This design comes from an exercise in tuning for small area on the open sky130 flow, not from production work.
RTL that was checked went through simulation tests only; none was proved equivalent to the original.
No driver is modelled on the clock port, so clock power and skew are understated where the tree is cut down; a real chip needs a root buffer or a tree.
Power figures rest on the tool's default switching activity, not on a simulated workload.

run D:
Design ping_pong_engine, start of the top module:
module ping_pong_engine (
   input  wire        clk,
   input  wire        rst,
   input  wire        up_en,
   input  wire        down_en,
   input  wire        ref_tick,
   input  wire        first_pixel,
   output wire        frame_start,
   output wire        win_init,
   output wire        win_play,
   output wire        win_over,
   output wire [3:0]  dig0,
   output wire [3:0]  dig1,
   output wire [1:0]  ball_num,
   output wire [10:0] bar_y_t,
   output wire [10:0] bar_y_b,
   output wire [10:0] ball_x_l,
   output wire [10:0] ball_x_r,
   output wire [10:0] ball_y_t,
   output wire [10:0] ball_y_b
);
Size: about 60 flip-flops, ~86 I/O pins, roughly 3000 µm² of cells after synthesis.
==> flow/config.mk <==
export PLATFORM = sky130hd
export DESIGN_NAME = ping_pong_engine
export DESIGN_NICKNAME = ping_pong_engine
export VERILOG_FILES = /design/flow/design.v
export SDC_FILE = /design/flow/constraint.sdc
export NUM_CORES = 4
export LEC_CHECK = 0
export ABC_AREA = 1
export CAP_MARGIN = 20
export CORE_MARGIN = 2
export CORE_UTILIZATION = 40
export SLEW_MARGIN = 20
==> flow/constraint.sdc <==
create_clock -name core_clock -period 10.0 [get_ports {clk}]
set_input_delay 2.0000 -clock core_clock [delete_from_list [all_inputs] [get_ports {clk}]]
set_output_delay 2.0000 -clock core_clock [all_outputs]
set_load 0.01 [all_outputs]
standard.sh (not shown) runs the stock make flow with config.mk's settings and CLKGATE_MAP_FILE= SYNTH_SCRIPT=/design/flow/synth_recipe.tcl, a recipe that flattens the netlist after the stock synthesis.
==> flow/flow/run.sh <==
#!/bin/bash
# Standard ORFS flow with an area-oriented synthesis mapping (no adder
# extraction, ABC area script), unit-size port buffers, shared tie cells and a
# small clock tree. Registers are those of the standard synthesis.
set -euo pipefail
F=$PWD/flow
export MY_ABC_SCRIPT=$F/abc.script
export MY_ABC_NOD=1
bash standard.sh finish \
  SYNTH_SCRIPT=$F/my_synth.tcl \
  ADDER_MAP_FILE= \
  SYNTH_OPERATIONS_ARGS=-noshare \
  SYNTH_INSBUF=0 \
  SKIP_REPAIR_TIE_FANOUT=1 \
  "BUFFER_PORTS_ARGS=-buffer_cell sky130_fd_sc_hd__buf_1" \
  "CTS_ARGS=-sink_clustering_enable -sink_clustering_size 32 -sink_clustering_max_diameter 100 -buf_list sky130_fd_sc_hd__clkbuf_4 -dont_use_dummy_load -repair_clock_nets" \
  > flow_make.log 2>&1
==> flow/flow/abc.script <==
strash
&get -n
&deepsyn -T 30
&put
dc2
dch -f
amap
topo
==> flow/flow/my_synth.tcl <==
proc synth {args} { yosys synth -nofsm -noshare {*}$args }
proc abc {args} {
  set i [lsearch $args -script]
  if {$i >= 0 && [info exists ::env(MY_ABC_SCRIPT)] && $::env(MY_ABC_SCRIPT) ne ""} {
    if {$::env(MY_ABC_SCRIPT) eq "default"} {
      set args [lreplace $args $i [expr {$i+1}]]
    } else {
      set args [lreplace $args [expr {$i+1}] [expr {$i+1}] $::env(MY_ABC_SCRIPT)]
    }
  }
  if {[info exists ::env(MY_ABC_NOD)] && $::env(MY_ABC_NOD) eq "1"} {
    set j [lsearch $args -D]
    if {$j >= 0} { set args [lreplace $args $j [expr {$j+1}]] }
  }
  puts "MY ABC ARGS: $args"
  yosys abc {*}$args
}
source $::env(SCRIPTS_DIR)/synth.tcl
# left out here: clear keep_hierarchy, flatten, clean up, hide names made inside functions, write 1_2_yosys.v
Run D: flow completed, timing, DRC and antenna clean
Setup changes, run D to run M
--- a/flow/flow/run.sh
+++ b/flow/flow/run.sh
@@ -15,3 +15,3 @@
   "BUFFER_PORTS_ARGS=-buffer_cell sky130_fd_sc_hd__buf_1" \
-  "CTS_ARGS=-sink_clustering_enable -sink_clustering_size 32 -sink_clustering_max_diameter 100 -buf_list sky130_fd_sc_hd__clkbuf_4 -dont_use_dummy_load -repair_clock_nets" \
+  "CTS_ARGS=-sink_clustering_enable -sink_clustering_size 32 -sink_clustering_max_diameter 100 -buf_list sky130_fd_sc_hd__clkbuf_8 -dont_use_dummy_load -repair_clock_nets" \
   > flow_make.log 2>&1
Findings:
Per the comparison of run M with run D, clock slew at the register clock pins of the worst setup and hold paths went down by 0.03 ns; total wire length saw an increase; clock insertion delay at the later pin of the skew report shows a reduction of 0.07 ns; global-route wire length before repair +0.33%. Between run D and run M, the overall die area does not differ in any meaningful way. Run M completed every stage of the flow, and the final layout passed the timing, design-rule and antenna checks. Run M has worst setup slack above what run D had.
Function was not checked in any run of this note: the RTL went through the layout flow alone.


== old ==
The RTL this note starts from:
==> flow/design.v <==
module object_ctrl
(
   input  wire        clk,
   input  wire        rst,
   input  wire        tick,
   input  wire        up_en,
   input  wire        down_en,
   input  wire        live,       
   output wire [10:0] bar_y_t,
   output wire [10:0] bar_y_b,
   output wire [10:0] ball_x_l,
   output wire [10:0] ball_x_r,
   output wire [10:0] ball_y_t,
   output wire [10:0] ball_y_b,
   output wire        hit,
   output wire        miss
);
   reg  [8:0] bar;           
   reg  [7:0] by;            
   reg  [8:1] bxu;           
   wire [8:0] bx = {bxu, by[0]};
   reg  [1:0] code;
   reg  [2:0] cnt;
   wire       act = code[1] | code[0];
   wire       pbu = code[1] & ~code[0];
   wire       pbd = code[1] & code[0];
   reg        offy, offx;    
   reg        hit_r;
   wire       load = &cnt;               
   wire [8:0] bar_b = bar + 9'd71;
   wire [8:0] bar_t = bar;
   assign bar_y_b  = {2'b00, bar_b};
   assign bar_y_t  = {2'b00, bar_t};
   assign ball_y_b = {2'b00, by, 1'b0};
   assign ball_x_r = {1'b0, bx, 1'b0};
   wire [7:0] by_hi = {2'b00, by[7:2]} - 8'd1;
   wire [7:0] bx_hi = {1'b0, bx[8:2]} - 8'd1;
   assign ball_y_t = {by_hi, by[1:0], 1'b1};
   assign ball_x_l = {bx_hi, bx[1:0], 1'b1};
   wire by_3   = by[7:2] == 6'd0;
   wire by_4   = by[7:2] == 6'd1 & by[1:0] == 2'd0;
   wire by_240 = &by[7:4];
   wire by_239 = by[7:4] == 4'b1110 & (&by[3:0]);
   wire bx_3   = bx[8:2] == 7'd0;
   wire bx_4   = bx[8:2] == 7'd1 & bx[1:0] == 2'd0;
   wire bx_320 = bx[8] & bx[6];
   wire bx_319 = bx[8] & (&bx[5:0]);
   wire ry_top = act ? (~offy & by_4)   : by_3;      
   wire ry_bot = act ? ( offy & by_239) : by_240;    
   wire rx_lft = act ? (~offx & bx_4)   : bx_3;      
   wire rx_rgt = act ? ( offx & bx_319) : bx_320;    
   wire [8:0] w = {1'b0, by} - {1'b0, bar_t[8:1]};
   wire p = bar_t[0];
   wire w_neg = w[8];
   wire [7:0] wl = w[7:0];
   wire vtop = ~w_neg & (wl <= 8'd4) & (wl >= {7'd0, p});
   wire vbot = ~w_neg & (wl >= 8'd35 + p) & (wl <= 8'd39);
   wire hwin = ~w_neg & (wl >= 8'd2) & (wl <= 8'd37 + p) & ~by_3;
   wire bx_hi8 = bx[8] & ~bx[6];
   wire vwin = (bx_hi8 & (bx[5:0] >= 6'd45) & (bx[5:0] <= 6'd48)) | bx_3;
   wire hrgt = bx_hi8 & ((bx[5:0] == 6'd49) | (bx[5:0] == 6'd50));
   wire hlft = bx_hi8 & (bx[5:0] == 6'd44);
   wire vhit = ~ry_top & ~ry_bot & vwin & (vtop | vbot);
   wire hhit = ~rx_lft & ~rx_rgt & hwin & (hrgt | hlft);
   wire mv_up = up_en & ~((bar[8:2] == 7'd0) & ~bar[0]);            
   wire mv_dn = ~up_en & down_en & ~(bar[8] & bar[7] & bar[4] & bar[3]);  
   always @(posedge clk) begin
      if (rst) begin
         code <= 2'b00;
         cnt  <= 3'd0;
      end else begin
         if (tick)
            code <= {mv_up | mv_dn, ~mv_up};
         else if (load)
            code <= 2'b00;
         cnt <= act ? cnt + 3'd1 : 3'd0;
      end
   end
   always @(posedge clk) begin
      if (rst) begin
         bar <= 9'd0;
         by  <= 8'd120;
         bxu <= 8'd160;
      end else if (load) begin
         if (pbu)
            bar <= bar - 9'd3;
         else if (pbd)
            bar <= bar + 9'd3;
         by  <= offy ? by + 8'd1 : by - 8'd1;
         bxu <= offx ? bxu + {7'd0, by[0]} : bxu - {7'd0, ~by[0]};
      end
   end
   always @(posedge clk) begin
      if (rst) begin
         offy <= 1'b0;
         offx <= 1'b0;
      end else if (~act | load) begin
         if (ry_top)
            offy <= 1'b1;
         else if (ry_bot)
            offy <= 1'b0;
         else if (vhit)
            offy <= vbot;
         if (rx_lft)
            offx <= 1'b1;
         else if (rx_rgt)
            offx <= 1'b0;
         else if (hhit)
            offx <= hrgt;
      end
   end
   always @(posedge clk)
      hit_r <= vhit | hhit;
   assign hit  = hit_r;
   assign miss = live & ~rx_lft & rx_rgt;
endmodule
`default_nettype none
module ping_pong_engine (
   input  wire        clk,
   input  wire        rst,
   input  wire        up_en,
   input  wire        down_en,
   input  wire        ref_tick,
   input  wire        first_pixel,
   output wire        frame_start,
   output wire        win_init,
   output wire        win_play,
   output wire        win_over,
   output wire [3:0]  dig0,
   output wire [3:0]  dig1,
   output wire [1:0]  ball_num,
   output wire [10:0] bar_y_t,
   output wire [10:0] bar_y_b,
   output wire [10:0] ball_x_l,
   output wire [10:0] ball_x_r,
   output wire [10:0] ball_y_t,
   output wire [10:0] ball_y_b
);
   wire hit, miss;
   object_ctrl object_ctrl_inst (
      .clk      ( clk      ),
      .rst      ( rst      ),
      .tick     ( ref_tick ),
      .up_en    ( up_en    ),
      .down_en  ( down_en  ),
      .live     ( win_init_r | win_play_r | win_over_r ),
      .bar_y_t  ( bar_y_t  ),
      .bar_y_b  ( bar_y_b  ),
      .ball_x_l ( ball_x_l ),
      .ball_x_r ( ball_x_r ),
      .ball_y_t ( ball_y_t ),
      .ball_y_b ( ball_y_b ),
      .hit      ( hit      ),
      .miss     ( miss     )
   );
   reg  win_init_r, win_play_r, win_over_r, chg_r;
   reg  [3:0] dig0_r, dig1_r;
   reg  [1:0] ball_num_r;
   reg  [6:0] timer_cnt;      
   reg  timer_out, fs_r;
   assign win_init    = win_init_r;
   assign win_play    = win_play_r;
   assign win_over    = win_over_r;
   assign dig0        = dig0_r;
   assign dig1        = dig1_r;
   assign ball_num    = ball_num_r;
   assign frame_start = fs_r;
   wire s_play = win_init_r ? chg_r : (win_play_r & ~chg_r);
   wire s_over = win_play_r ? chg_r : (win_over_r & ~chg_r);
   wire s_idle = ~s_play & ~s_over;
   wire start_game  = win_init_r & chg_r;
   wire start_timer = win_play_r & chg_r;
   always @(posedge clk) begin
      if (rst) begin
         win_init_r <= 1'b0;
         win_play_r <= 1'b0;
         win_over_r <= 1'b0;
         chg_r      <= 1'b0;
      end else begin
         win_init_r <= s_idle;
         win_play_r <= s_play;
         win_over_r <= s_over;
         chg_r      <= s_idle ? (up_en | down_en) :
                       s_play ? (ball_num_r == 2'b00) : timer_out;
      end
   end
   always @(posedge clk)
      fs_r <= first_pixel;
   wire timer_fb = timer_cnt[6] ^ timer_cnt[5] ^ (timer_cnt[5:0] == 6'd0);
   always @(posedge clk) begin
      if (rst)
         timer_cnt <= 7'b0000000;
      else if (start_timer)
         timer_cnt <= 7'b0000001;
      else if (win_over_r & fs_r)
         timer_cnt <= {timer_cnt[5:0], timer_fb};
   end
   always @(posedge clk)
      timer_out <= ~win_init_r & (timer_cnt == 7'b1000000);
   always @(posedge clk) begin
      if (rst | start_game) begin
         dig0_r     <= 4'h0;
         dig1_r     <= 4'h0;
         ball_num_r <= 2'd3;
      end else if (ref_tick) begin
         if (hit) begin
            if (dig0_r[3] & dig0_r[0]) begin
               dig0_r <= 4'h0;
               dig1_r <= dig1_r + 4'd1;
            end else
               dig0_r <= dig0_r + 4'd1;
         end
         if (miss)
            ball_num_r <= ball_num_r - 2'd1;
      end
   end
endmodule
clock: 10.0 ns
lec_check: 0
abc_area: 1
cap_margin: 20
core_margin: 2
core_utilization: 60
slew_margin: 20
==> flow/flow/run.sh <==
#!/bin/bash
# Standard ORFS flow with an area-oriented synthesis mapping (no adder
# extraction, ABC area script with deepsyn), unit-size port buffers, shared
# tie cells (one cell, tie_merge.tcl) and a small two-level clock tree (clock_tree.tcl) in place of
# TritonCTS. Registers are those of the standard synthesis.
set -euo pipefail
F=$PWD/flow
export MY_ABC_SCRIPT=$F/abc.script
export MY_ABC_NOD=1
export PRE_CTS_TCL=$F/clock_tree.tcl
export POST_FLOORPLAN_TCL=$F/tie_merge.tcl
bash standard.sh finish \
  SYNTH_SCRIPT=$F/my_synth.tcl \
  ADDER_MAP_FILE= \
  SYNTH_OPERATIONS_ARGS=-noshare \
  SYNTH_INSBUF=0 \
  SKIP_REPAIR_TIE_FANOUT=1 \
  "BUFFER_PORTS_ARGS=-buffer_cell sky130_fd_sc_hd__buf_1" \
  PRE_CTS_TCL=$F/clock_tree.tcl \
  POST_FLOORPLAN_TCL=$F/tie_merge.tcl \
  > flow_make.log 2>&1
==> flow/flow/clock_tree.tcl <==
# Pre-CTS hook: a two-level clock tree built here in place of TritonCTS.
# The flip-flops are split by position (k-means) into groups, each driven by
# one leaf buffer at the group's centre; one root buffer on the clock port
# drives the leaf buffers.

proc ct_sinks {block net} {
  set res {}
  foreach it [$net getITerms] {
    if {[$it getIoType] ne "INPUT"} continue
    set inst [$it getInst]
    set bb [$inst getBBox]
    lappend res [list "[$inst getName]/[[$it getMTerm] getName]" \
      [expr {([$bb xMin]+[$bb xMax])/2.0}] [expr {([$bb yMin]+[$bb yMax])/2.0}]]
  }
  return $res
}

proc ct_kmeans {pts k} {
  set n [llength $pts]
  set order [lsort -real -index 1 $pts]
  set cent {}
  for {set i 0} {$i < $k} {incr i} {
    set p [lindex $order [expr {int(($i+0.5)*$n/$k)}]]
    lappend cent [list [lindex $p 1] [lindex $p 2]]
  }
  set asg {}
  for {set it 0} {$it < 50} {incr it} {
    set asg {}
    foreach p $pts {
      set best 0; set bd 1e30
      for {set i 0} {$i < $k} {incr i} {
        set c [lindex $cent $i]
        set d [expr {abs([lindex $p 1]-[lindex $c 0]) + abs([lindex $p 2]-[lindex $c 1])}]
        if {$d < $bd} { set bd $d; set best $i }
      }
      lappend asg $best
    }
    set nc {}
    for {set i 0} {$i < $k} {incr i} {
      set sx 0.0; set sy 0.0; set m 0
      foreach p $pts a $asg {
        if {$a == $i} { set sx [expr {$sx+[lindex $p 1]}]; set sy [expr {$sy+[lindex $p 2]}]; incr m }
      }
      if {$m} { lappend nc [list [expr {$sx/$m}] [expr {$sy/$m}]] } else { lappend nc [lindex $cent $i] }
    }
    set cent $nc
  }
  return [list $asg $cent]
}

proc ct_worst_slew {} {
  estimate_parasitics -placement
  set worst 0
  foreach pin [all_registers -clock_pins -edge_triggered] {
    foreach edge {rise fall} {
      foreach a {min max} {
        set s [expr {[sta::time_ui_sta [get_property $pin slew_${a}_$edge]] * 1e12}]
        if {$s > $worst} { set worst $s }
      }
    }
  }
  return $worst
}

proc ct_build {nleaf leafcell rootcell} {
  set block [ord::get_db_block]
  set dbu [$block getDbUnitsPerMicron]
  set sinks [ct_sinks $block [$block findNet clk]]
  lassign [ct_kmeans $sinks $nleaf] asg cent
  set bufs {}
  for {set i 0} {$i < $nleaf} {incr i} {
    set lp {}
    foreach s $sinks a $asg { if {$a == $i} { lappend lp [get_pins [lindex $s 0]] } }
    if {![llength $lp]} continue
    set c [lindex $cent $i]
    insert_buffer -buffer_cell $leafcell -net clk -load_pins $lp \
      -buffer_name clkleaf_$i -net_name clk_leaf_$i \
      -location [list [expr {[lindex $c 0]/$dbu}] [expr {[lindex $c 1]/$dbu}]]
    lappend bufs clkleaf_$i
  }
  insert_buffer -buffer_cell $rootcell -net clk -buffer_name clkroot -net_name clk_root
  lappend bufs clkroot
  # mark the clock nets: the port's net and every net a clock buffer drives
  set todo [list [$block findNet clk]]
  while {[llength $todo]} {
    set net [lindex $todo 0]
    set todo [lrange $todo 1 end]
    $net setSigType CLOCK
    foreach it [$net getITerms] {
      if {[$it getIoType] ne "INPUT"} continue
      set inst [$it getInst]
      if {![string match "clk*" [$inst getName]]} continue
      foreach ot [$inst getITerms] {
        if {[$ot getIoType] eq "OUTPUT" && [$ot getNet] ne "NULL"} { lappend todo [$ot getNet] }
      }
    }
  }
  return $bufs
}

set_propagated_clock [all_clocks]
ct_build 4 sky130_fd_sc_hd__clkbuf_8 sky130_fd_sc_hd__clkbuf_2
set ct_w [ct_worst_slew]
puts "clock tree: 4 x clkbuf_8, root clkbuf_2: estimated worst clock-pin slew $ct_w ps"
unset_propagated_clock [all_clocks]
if {$ct_w > 118.0} { error "clock tree: estimated clock-pin slew too high" }

# The tree is built; TritonCTS is not run.
proc clock_tree_synthesis {args} { puts "clock_tree_synthesis skipped: clock tree built by clock_tree.tcl" }
Scripts as last shown in full above: flow/flow/my_synth.tcl
Other scripts of this flow, unchanged in this note and not shown: flow/flow/abc.script, flow/flow/tie_merge.tcl
old was carried through to the last stage, and its layout satisfied the timing, design-rule and antenna checks.
Input-level comparison between new and old:
-- flow/flow/clock_tree.tcl --
<<< old, line 100

set_propagated_clock [all_clocks]
ct_build 4 sky130_fd_sc_hd__clkbuf_8 sky130_fd_sc_hd__clkbuf_2
set ct_w [ct_worst_slew]
puts "clock tree: 4 x clkbuf_8, root clkbuf_2: estimated worst clock-pin slew $ct_w ps"
unset_propagated_clock [all_clocks]
if {$ct_w > 118.0} { error "clock tree: estimated clock-pin slew too high" }

# The tree is built; TritonCTS is not run.
>>> new, line 100

set_propagated_clock [all_clocks]
ct_build 4 sky130_fd_sc_hd__buf_6 sky130_fd_sc_hd__clkbuf_2
set ct_w [ct_worst_slew]
puts "clock tree: 4 x buf_6, root clkbuf_2: estimated worst clock-pin slew $ct_w ps"
unset_propagated_clock [all_clocks]
if {$ct_w > 122.0} { error "clock tree: estimated clock-pin slew too high" }

# The tree is built; TritonCTS is not run.
## What came out
Changes observed in new relative to old: combinational share of power held steady, finished layout cell area decreased about 0.3%. new: portion of the clock cycle consumed by the worst path in the final layout 0.23 points below old. Any difference in routed wire length between new and old is small enough to ignore. Looking at time the worst path needs with I/O delays and setup across both flows, new is the stronger of the two, with old trailing.
In every run of this note, the design's own scripts or RTL, not TritonCTS, make the clock network.

[what the ideal ports hide]
The flow's constraints put no driver on any port. The routed layouts listed below were extracted and timed again, unchanged, in two steps. Step 1 assumes that a clkbuf_16 drives the clock port and a buf_2 every other input. Step 2, shift: input delay + t, output delay - t, t = (earliest + latest rising clock arrival at the registers) / 2. This alone moves slack from input paths to output paths. Slacks: ideal ports / drivers / drivers and shift; pairs: ideal ports / drivers.
run	shift t [ns]	slack for setup (ns)	cell pins on the clock port's net
run D	0.421	5.394 / 5.367 / 5.788	1
run M	0.357	5.474 / 5.445 / 5.802	1
old	0.434	5.679 / 5.666 / 6.100	1
new	0.406	5.702 / 5.689 / 6.096	1
After both steps every run listed still meets setup and hold.
